From an optimization exercise on the open Yosys and OpenROAD flow, aimed at small area and a short achievable clock period; shortcuts taken in it are not production practice.
RTL that was checked went through simulation tests only; none was proved equivalent to the original.
Power figures rest on the tool's default switching activity, not on a simulated workload.

## core_pipeline
module core_pipeline
    #(
      parameter ADDRESS_SIZE = 10,
      parameter DATA_SIZE = 32
     )
    (
    input wire i_clk,
    input wire i_rst_n,
    input wire i_sys_stop,
    input wire i_sys_start,
    input wire signed [DATA_SIZE - 1:0] i_data,
    input wire [15:0] i_instruction,
    output wire o_read,
    output wire o_write,
    output wire [ADDRESS_SIZE - 1:0] o_address,
    output wire signed [DATA_SIZE - 1:0] o_data,
    output wire [ADDRESS_SIZE - 1:0] o_program_counter
    );
    reg r_sys_halt;
    always @(posedge i_clk)
    begin
        if (i_sys_stop)
            r_sys_halt <= 1'b1;
        else if (i_sys_start)
            r_sys_halt <= 1'b0;
    end
    reg [ADDRESS_SIZE - 1:0] r_pc;      
    reg [15:0] r_ir_read;               
    reg [15:0] r_ir_exec;               
    reg        r_wr_we;                 
    reg        r_wr_load;               
    reg [2:0]  r_wr_dest;               
    reg [DATA_SIZE - 1:0] r_wr_result;  
    reg [DATA_SIZE - 1:0] r_rf [0:7];   
    wire [15:0] ir = r_ir_exec;
    wire g_alu  = ir[15:14] == 2'b11;
    wire g_brl  = ir[15:14] == 2'b01;
    wire g_mem  = ir[15:14] == 2'b00;
    wire g_ctrl = ir[15:14] == 2'b10;
    wire i_arith = g_alu & ~ir[13];
    wire i_logic = g_alu & ir[13] & ~ir[9];
    wire i_halt  = g_alu & ir[9];
    wire i_loadc = g_mem & (ir[13:12] == 2'b01);
    wire i_store = g_mem & (ir[13:12] == 2'b10);
    wire i_load  = g_mem & (ir[13:12] == 2'b11);
    wire i_shl   = g_brl & ir[13];
    wire i_shr   = g_brl & ~ir[13];
    wire ex_we = (g_alu & ~ir[9]) | g_brl | i_loadc | i_load;
    wire [2:0] ex_dest = g_mem ? ir[10:8] : ir[8:6];
    wire [15:0] ir_rd = r_ir_read;
    wire [2:0] rd_idx_p = ir_rd[2:0];
    wire [2:0] rd_idx_q = (ir_rd[15:14] == 2'b11) ? ir_rd[5:3] :
                          (ir_rd[15:14] == 2'b00) ? ir_rd[10:8] : ir_rd[8:6];
    wire rd_fwd_p = ex_we & (ex_dest == rd_idx_p);
    wire rd_fwd_q = ex_we & (ex_dest == rd_idx_q);
    reg [7:0] r_sel_p, r_sel_q;
    reg r_fwd_p_res, r_fwd_p_ld, r_fwd_q_res, r_fwd_q_ld;
    integer s;
  ...
Size: about 360 flip-flops, roughly 110 I/O pins, about 24000 um2 of cells after synthesis.
clock: 7.0 ns
lec_check: 0
cap_margin: 20
core_margin: 2
core_utilization: 40
place_density: 0.45
setup_slack_margin: 2.5
slew_margin: 20
synth_hierarchical: 1
buffer_ports_args: -buffer_cell sky130_fd_sc_hd__buf_4
standard.sh (not shown) runs the stock make flow with config.mk's settings and CLKGATE_MAP_FILE= SYNTH_SCRIPT=/design/flow/synth_recipe.tcl, a recipe that flattens the netlist after the stock synthesis.
==> flow/flow/run.sh <==
#!/bin/bash
# Layout flow: the standard flow (standard.sh, unchanged synthesis),
# with the port buffers made of buf_4 cells instead of the slow delay-cell
# buffers the resizer otherwise picks (and cannot resize away).
set -euo pipefail
echo 'export BUFFER_PORTS_ARGS = -buffer_cell sky130_fd_sc_hd__buf_4' >> config.mk
bash standard.sh > standard_flow.log 2>&1
The baseline finished clean.
Change:
- SETUP_SLACK_MARGIN: 2.5 -> 2.0
Effect:
- fmax went down by 7.3%
- synthesized cell count does not change
- register-to-register slack gets worse by 0.35 ns
- worst setup slack gets worse by 0.35 ns
- final area went down by 1.4%
- clock power stays flat
No run of this note included a check of the RTL's function; only the layout flow was run.

core_pipeline, a different RTL version from the one above (not shown whole).
For scale: about 2600 cells after synthesis, roughly 110 I/O pins, roughly 24000 sq um of cells after synthesis.
Design core_pipeline, start of the top module:
module core_pipeline
    #(
      parameter ADDRESS_SIZE = 10,
      parameter DATA_SIZE = 32
     )
    (
    input wire i_clk,
    input wire i_rst_n,
    input wire i_sys_stop,
    input wire i_sys_start,
    input wire signed [DATA_SIZE - 1:0] i_data,
    input wire [15:0] i_instruction,
    output wire o_read,
    output wire o_write,
    output wire [ADDRESS_SIZE - 1:0] o_address,
    output wire signed [DATA_SIZE - 1:0] o_data,
    output wire [ADDRESS_SIZE - 1:0] o_program_counter
    );
    reg r_sys_halt;
    always @(posedge i_clk)
    begin
        if (i_sys_stop)
            r_sys_halt <= 1'b1;
        else if (i_sys_start)
            r_sys_halt <= 1'b0;
    end
    reg [ADDRESS_SIZE - 1:0] r_pc;      
    reg [15:0] r_ir_read;               
    reg [15:0] r_ir_exec;               
    reg        r_wr_we;                 
    reg        r_wr_load;               
    reg [2:0]  r_wr_dest;               
    reg [DATA_SIZE - 1:0] r_wr_result;  
    reg [DATA_SIZE - 1:0] r_rf [0:7];   
    wire [15:0] ir = r_ir_exec;
    wire g_alu  = ir[15:14] == 2'b11;
    wire g_brl  = ir[15:14] == 2'b01;
    wire g_mem  = ir[15:14] == 2'b00;
    wire g_ctrl = ir[15:14] == 2'b10;
    wire i_arith = g_alu & ~ir[13];
    wire i_logic = g_alu & ir[13] & ~ir[9];
    wire i_halt  = g_alu & ir[9];
    wire i_loadc = g_mem & (ir[13:12] == 2'b01);
    reg r_ex_store, r_ex_load;           
    wire i_store = r_ex_store;
    wire i_load  = r_ex_load;
    wire i_shl   = g_brl & ir[13];
    wire i_shr   = g_brl & ~ir[13];
    wire ex_we = (g_alu & ~ir[9]) | g_brl | i_loadc | i_load;
    wire [2:0] ex_dest = g_mem ? ir[10:8] : ir[8:6];
    wire [15:0] ir_rd = r_ir_read;
  ...
Settings: LEC_CHECK=0, CAP_MARGIN=20, CORE_MARGIN=2, CORE_UTILIZATION=50, PLACE_DENSITY=0.6, SETUP_SLACK_MARGIN=3.6, SLEW_MARGIN=20, SYNTH_HIERARCHICAL=1, TNS_END_PERCENT=0, BUFFER_PORTS_ARGS=-buffer_cell sky130_fd_sc_hd__buf_2; clock period 7.0 ns.
==> flow/flow/run.sh <==
#!/bin/bash
# Layout flow: the standard flow (standard.sh, unchanged synthesis),
# with the port buffers made of buf_2 cells instead of the slow delay-cell
# buffers (clkdlybuf4s50) the flow otherwise picks.
set -euo pipefail
echo 'export BUFFER_PORTS_ARGS = -buffer_cell sky130_fd_sc_hd__buf_2' >> config.mk
bash standard.sh > standard_flow.log 2>&1
The starting point finished with timing, DRC and antenna clean.
Edit:
- CORE_UTILIZATION: 50 -> 55
- PLACE_DENSITY: 0.6 -> 0.65
Sequential share of layout area stays flat.
Count of clock-buffer cells in the layout goes up by 5.
Global-route usage goes up by 4.8 points.
Core utilization grows by 6.2 points.
Maximum frequency came out lower by 1.9%.
Edit:
- CORE_UTILIZATION: 55 -> 45
- PLACE_DENSITY: 0.65 -> 0.55
Routed wire length rose by 3.0%.
Final area grows by about 0.6%.
Final cell count is higher by 4.7%.
Power fell by 0.61%.

Another version of the RTL of core_pipeline (not shown whole).
Size: ~340 flip-flops, roughly 110 I/O pins, ~25000 µm² of cells after synthesis.
clock: 7.0 ns
lec_check: 0
cap_margin: 20
core_margin: 2
core_utilization: 40
place_density: 0.45
slew_margin: 20
synth_hierarchical: 1
run.sh (not shown) runs the stock make flow with config.mk's settings and CLKGATE_MAP_FILE= SYNTH_SCRIPT=/design/flow/synth_recipe.tcl, a recipe that flattens the netlist after the stock synthesis.
Stock flow here: none of the scripts above is used.
Next try:
==> flow/flow/run.sh (new file) <==
#!/bin/bash
# Layout flow: the standard flow (standard.sh, unchanged synthesis),
# with the port buffers made of buf_4 cells instead of the slow delay-cell
# buffers the resizer otherwise picks (and cannot resize away).
set -euo pipefail
echo 'export BUFFER_PORTS_ARGS = -buffer_cell sky130_fd_sc_hd__buf_4' >> config.mk
bash standard.sh > standard_flow.log 2>&1
==> flow/standard.sh (new file) <==
#!/bin/bash
# synth_recipe.tcl (not shown) runs the flow's synth.tcl, then flattens the netlist and writes it again
# the make line also repeats each setting of config.mk as NAME=value (left out here)
make -C /OpenROAD-flow-scripts/flow DESIGN_CONFIG=/design/flow/config.mk WORK_HOME=/design/flow/orfs CLKGATE_MAP_FILE= SYNTH_SCRIPT=/design/flow/synth_recipe.tcl "${@:-finish}"
- BUFFER_PORTS_ARGS: unset -> -buffer_cell sky130_fd_sc_hd__buf_4
- SETUP_SLACK_MARGIN: unset -> 3.0
removed: flow/run.sh
=> Sequential cell count stays the same. Die area does not change. Clock skew is about the same. Hold slack is better by 3.8 ps. Count of clock-buffer cells in the layout increases by 3. Worst setup slack improved by 1300 ps. Wire length grows by 11%.
Function was not checked in any run of this note: the RTL went through the layout flow alone.

== quartz ==
core_pipeline, a different RTL version from the one above (not shown whole).
Size in the first run: roughly 2500 cells after synthesis, about 110 I/O pins.
==> flow/config.mk <==
export PLATFORM = sky130hd
export DESIGN_NAME = core_pipeline
export DESIGN_NICKNAME = core_pipeline
export VERILOG_FILES = /design/flow/design.v
export SDC_FILE = /design/flow/constraint.sdc
export NUM_CORES = 4
export LEC_CHECK = 0
export CAP_MARGIN = 20
export CORE_MARGIN = 2
export CORE_UTILIZATION = 55
export PLACE_DENSITY = 0.65
export SETUP_SLACK_MARGIN = 3.0
export SLEW_MARGIN = 20
export SYNTH_HIERARCHICAL = 1
export BUFFER_PORTS_ARGS = -buffer_cell sky130_fd_sc_hd__buf_4
==> flow/constraint.sdc <==
create_clock -name core_clock -period 7.0 [get_ports {i_clk}]
set_input_delay 1.4000 -clock core_clock [delete_from_list [all_inputs] [get_ports {i_clk}]]
set_output_delay 1.4000 -clock core_clock [all_outputs]
set_load 0.01 [all_outputs]
standard.sh (not shown) runs the stock make flow with config.mk's settings and CLKGATE_MAP_FILE= SYNTH_SCRIPT=/design/flow/synth_recipe.tcl, a recipe that flattens the netlist after the stock synthesis.
==> flow/flow/run.sh <==
#!/bin/bash
# Layout flow: the standard flow (standard.sh, unchanged synthesis),
# with the port buffers made of buf_4 cells instead of the slow delay-cell
# buffers the resizer otherwise picks (and cannot resize away).
set -euo pipefail
echo 'export BUFFER_PORTS_ARGS = -buffer_cell sky130_fd_sc_hd__buf_4' >> config.mk
bash standard.sh > standard_flow.log 2>&1
quartz: all stages complete, timing, DRC and antenna checks passed
--- input diff quartz..pepper ---
- changing PLACE_DENSITY from 0.65 to 0.45
- changing CORE_UTILIZATION from 55 to 40
Results
- Compared to quartz, pepper was floorplanned on a bigger die.
- Routed wire length, quartz and pepper, higher one = pepper.
- Summary of pepper over quartz: design area went up by 3.0%, worst hold slack now sits lower.
- met4 as the top routing layer in use was reported by quartz, and met5 by pepper.
- Number of detailed-routing iterations run before antenna repair: higher on pepper
- pepper: worst setup slack is 0.065 ns higher than what quartz reported.
- Having completed the whole flow, pepper delivered a layout that passed the timing, DRC and antenna checks.
- Against quartz, pepper comes in 8.5 points lower on global-route usage.
No run of this note included a check of the RTL's function; only the layout flow was run.

Setup of run A:
core_pipeline, a different RTL version from the one above (not shown whole).
Size in the first run: roughly 2600 cells after synthesis, ~110 I/O pins.
// core_pipeline
module core_pipeline
    #(
      parameter ADDRESS_SIZE = 10,
      parameter DATA_SIZE = 32
     )
    (
    input wire i_clk,
    input wire i_rst_n,
    input wire i_sys_stop,
    input wire i_sys_start,
    input wire signed [DATA_SIZE - 1:0] i_data,
    input wire [15:0] i_instruction,
    output wire o_read,
    output wire o_write,
    output wire [ADDRESS_SIZE - 1:0] o_address,
    output wire signed [DATA_SIZE - 1:0] o_data,
    output wire [ADDRESS_SIZE - 1:0] o_program_counter
    );
export LEC_CHECK = 0
export CAP_MARGIN = 20
export CORE_MARGIN = 2
export CORE_UTILIZATION = 55
export PLACE_DENSITY = 0.65
export SETUP_SLACK_MARGIN = 3.6
export SLEW_MARGIN = 20
export SYNTH_HIERARCHICAL = 1
export TNS_END_PERCENT = 0
export BUFFER_PORTS_ARGS = -buffer_cell sky130_fd_sc_hd__buf_4
create_clock -name core_clock -period 7.0 [get_ports {i_clk}]
Scripts as last shown in full above: flow/flow/run.sh
Run A | stages: all done | timing, DRC, antenna: all pass
#### Input delta (run B over run A)
-- flow/flow/run.sh --
<<< run A, line 3
# with the port buffers made of buf_4 cells instead of the slow delay-cell
# buffers the resizer otherwise picks (and cannot resize away).
set -euo pipefail
>>> run B, line 3
# with the port buffers made of buf_4 cells instead of the slow delay-cell
# buffers (clkdlybuf4s50) the flow otherwise picks.
set -euo pipefail
Findings:
- Run B completed end to end with timing, DRC and antenna clean.
- Run B -> run A: number of endpoints failing setup at the final stage delta 0, exact match
- Overall power of the completed layout across run A and run B: no real change.
- There was hardly any difference in combinational cell power between run A and run B.

## job 6873
core_pipeline, a different RTL version from the one above (not shown whole).
For scale: about 2500 cells after synthesis, roughly 110 I/O pins, ~23000 µm² of cells after synthesis.
export LEC_CHECK = 0
export CAP_MARGIN = 20
export CORE_MARGIN = 2
export CORE_UTILIZATION = 55
export PLACE_DENSITY = 0.65
export SETUP_SLACK_MARGIN = 4.0
export SLEW_MARGIN = 20
export SYNTH_HIERARCHICAL = 1
export TNS_END_PERCENT = 0
export BUFFER_PORTS_ARGS = -buffer_cell sky130_fd_sc_hd__buf_4
create_clock -name core_clock -period 7.0 [get_ports {i_clk}]
==> flow/flow/run.sh <==
#!/bin/bash
# Layout flow: the standard flow (standard.sh, unchanged synthesis),
# with the port buffers made of buf_4 cells instead of the slow delay-cell
# buffers the resizer otherwise picks (and cannot resize away).
set -euo pipefail
echo 'export BUFFER_PORTS_ARGS = -buffer_cell sky130_fd_sc_hd__buf_4' >> config.mk
bash standard.sh > standard_flow.log 2>&1
Here is what was changed in the inputs of job 8527 compared with job 6873.
-- flow/config.mk --
<<< job 6873, line 11
export PLACE_DENSITY = 0.65
export SETUP_SLACK_MARGIN = 4.0
export SLEW_MARGIN = 20
>>> job 8527, line 11
export PLACE_DENSITY = 0.65
export SETUP_SLACK_MARGIN = 3.6
export SLEW_MARGIN = 20
Notes after the runs:
Wire length came out exactly the same in job 6873 and job 8527.
Fraction of the cycle the final worst path needs came out exactly the same in job 6873 and job 8527.
From job 8527 to job 6873, design area did not move at all.
Per the comparison of job 8527 with job 6873, die area about even, largest net degree at the start of global routing did not really move, wire length of the first global-routing pass essentially unchanged.
Worst-case vdd ir drop of job 8527 is on par with job 6873.
As far as via count goes, job 8527 and job 6873 are indistinguishable; the numbers are identical.
Function was not checked in any run of this note: the RTL went through the layout flow alone.

RTL: one of the versions met above, not the one the previous note started from.
Size in the first run: about 4300 cells after synthesis, ~29000 um^2 of cells after synthesis.
Design core_pipeline, start of the top module:
module core_pipeline
    #(
      parameter ADDRESS_SIZE = 10,
      parameter DATA_SIZE = 32
     )
    (
    input wire i_clk,
    input wire i_rst_n,
    input wire i_sys_stop,
    input wire i_sys_start,
    input wire signed [DATA_SIZE - 1:0] i_data,
    input wire [15:0] i_instruction,
    output wire o_read,
    output wire o_write,
    output wire [ADDRESS_SIZE - 1:0] o_address,
    output wire signed [DATA_SIZE - 1:0] o_data,
    output wire [ADDRESS_SIZE - 1:0] o_program_counter
    );
clock: 7.0 ns
lec_check: 0
abc_area: 1
cap_margin: 20
core_margin: 2
core_utilization: 40
place_density: 0.45
setup_slack_margin: 1.5
slew_margin: 20
synth_hierarchical: 1
run.sh (not shown) runs the stock make flow with config.mk's settings and CLKGATE_MAP_FILE= SYNTH_SCRIPT=/design/flow/synth_recipe.tcl, a recipe that flattens the netlist after the stock synthesis.
Stock flow here: none of the scripts above is used.
Rerun with:
==> flow/flow/run.sh (new file) <==
#!/bin/bash
# Layout flow: the standard flow (standard.sh, unchanged synthesis),
# with the port buffers made of buf_4 cells instead of the slow delay-cell
# buffers the resizer otherwise picks (and cannot resize away).
set -euo pipefail
echo 'export BUFFER_PORTS_ARGS = -buffer_cell sky130_fd_sc_hd__buf_4' >> config.mk
bash standard.sh > standard_flow.log 2>&1
==> flow/standard.sh (new file) <==
#!/bin/bash
# synth_recipe.tcl (not shown) runs the flow's synth.tcl, then flattens the netlist and writes it again
# the make line also repeats each setting of config.mk as NAME=value (left out here)
make -C /OpenROAD-flow-scripts/flow DESIGN_CONFIG=/design/flow/config.mk WORK_HOME=/design/flow/orfs CLKGATE_MAP_FILE= SYNTH_SCRIPT=/design/flow/synth_recipe.tcl "${@:-finish}"
- ABC_AREA: 1 -> unset
- BUFFER_PORTS_ARGS: unset -> -buffer_cell sky130_fd_sc_hd__buf_4
- SETUP_SLACK_MARGIN: 1.5 -> 2.0
removed: flow/run.sh
Via count drops by 24%.
Global-route usage falls by 0.29 points.
Clock-buffer cell count went down by 2.
Cell area is lower by 12%.
Maximum frequency went up by 9.8%.
Routed wire length decreases by 14%.
Sequential power rose by about 2%.
Sequential share of layout area grows by 3.9 points.
Die area fell by about 13%.
No functional check of the RTL was part of any run of this note.

[port drivers added, routing unchanged]
How much do the figures lean on ideal ports? The routed layouts below were timed once more, with nothing changed but the port constraints. Step 1, drivers: a clkbuf_16 drives i_clk and a buf_2 each remaining input, both assumed. Step 2, shift: input delay + t, output delay - t, t = (earliest + latest rising clock arrival at the registers) / 2. This alone moves slack from input paths to output paths. Slacks: no drivers / after step 1 / after step 2; pairs: no drivers / after step 1.
run | shift t [ns] | setup slack, ns | worst setup path at the end | worst data-port slew with drivers (ns)
the first run of note 1 | 0.662 | 2.565 / 2.565 / 2.320 | input to register | 0.10
the second run of note 1 | 0.659 | 2.214 / 2.214 / 2.080 | input to register | 0.10
the first run of note 2 | 0.653 | 3.238 / 3.181 / 2.790 | input to register | 0.13
the second run of note 2 | 0.639 | 3.165 / 3.143 / 2.721 | input to register | 0.11
the third run of note 2 | 0.645 | 3.110 / 3.110 / 2.703 | input to register | 0.10
the first run of note 3 | 0.648 | 1.141 / 1.098 / 1.141 | register to register | 0.06
the second run of note 3 | 0.646 | 2.403 / 2.353 / 2.395 | input to register | 0.07
quartz | 0.647 | 2.894 / 2.926 / 2.289 | input to register | 0.18
pepper | 0.654 | 2.959 / 2.893 / 2.323 | input to register | 0.17
run A | 0.634 | 3.106 / 3.023 / 2.561 | input to register | 0.15
run B | 0.634 | 3.106 / 3.023 / 2.561 | input to register | 0.15
job 6873 | 0.645 | 2.969 / 2.971 / 2.329 | input to register | 0.09
job 8527 | 0.645 | 2.969 / 2.971 / 2.329 | input to register | 0.09
the first run of note 7 | 0.668 | 1.627 / 1.553 / 1.935 | register to register | 0.07
the second run of note 7 | 0.651 | 2.108 / 2.108 / 2.108 | register to register | 0.06
After both steps every run listed still meets setup and hold.
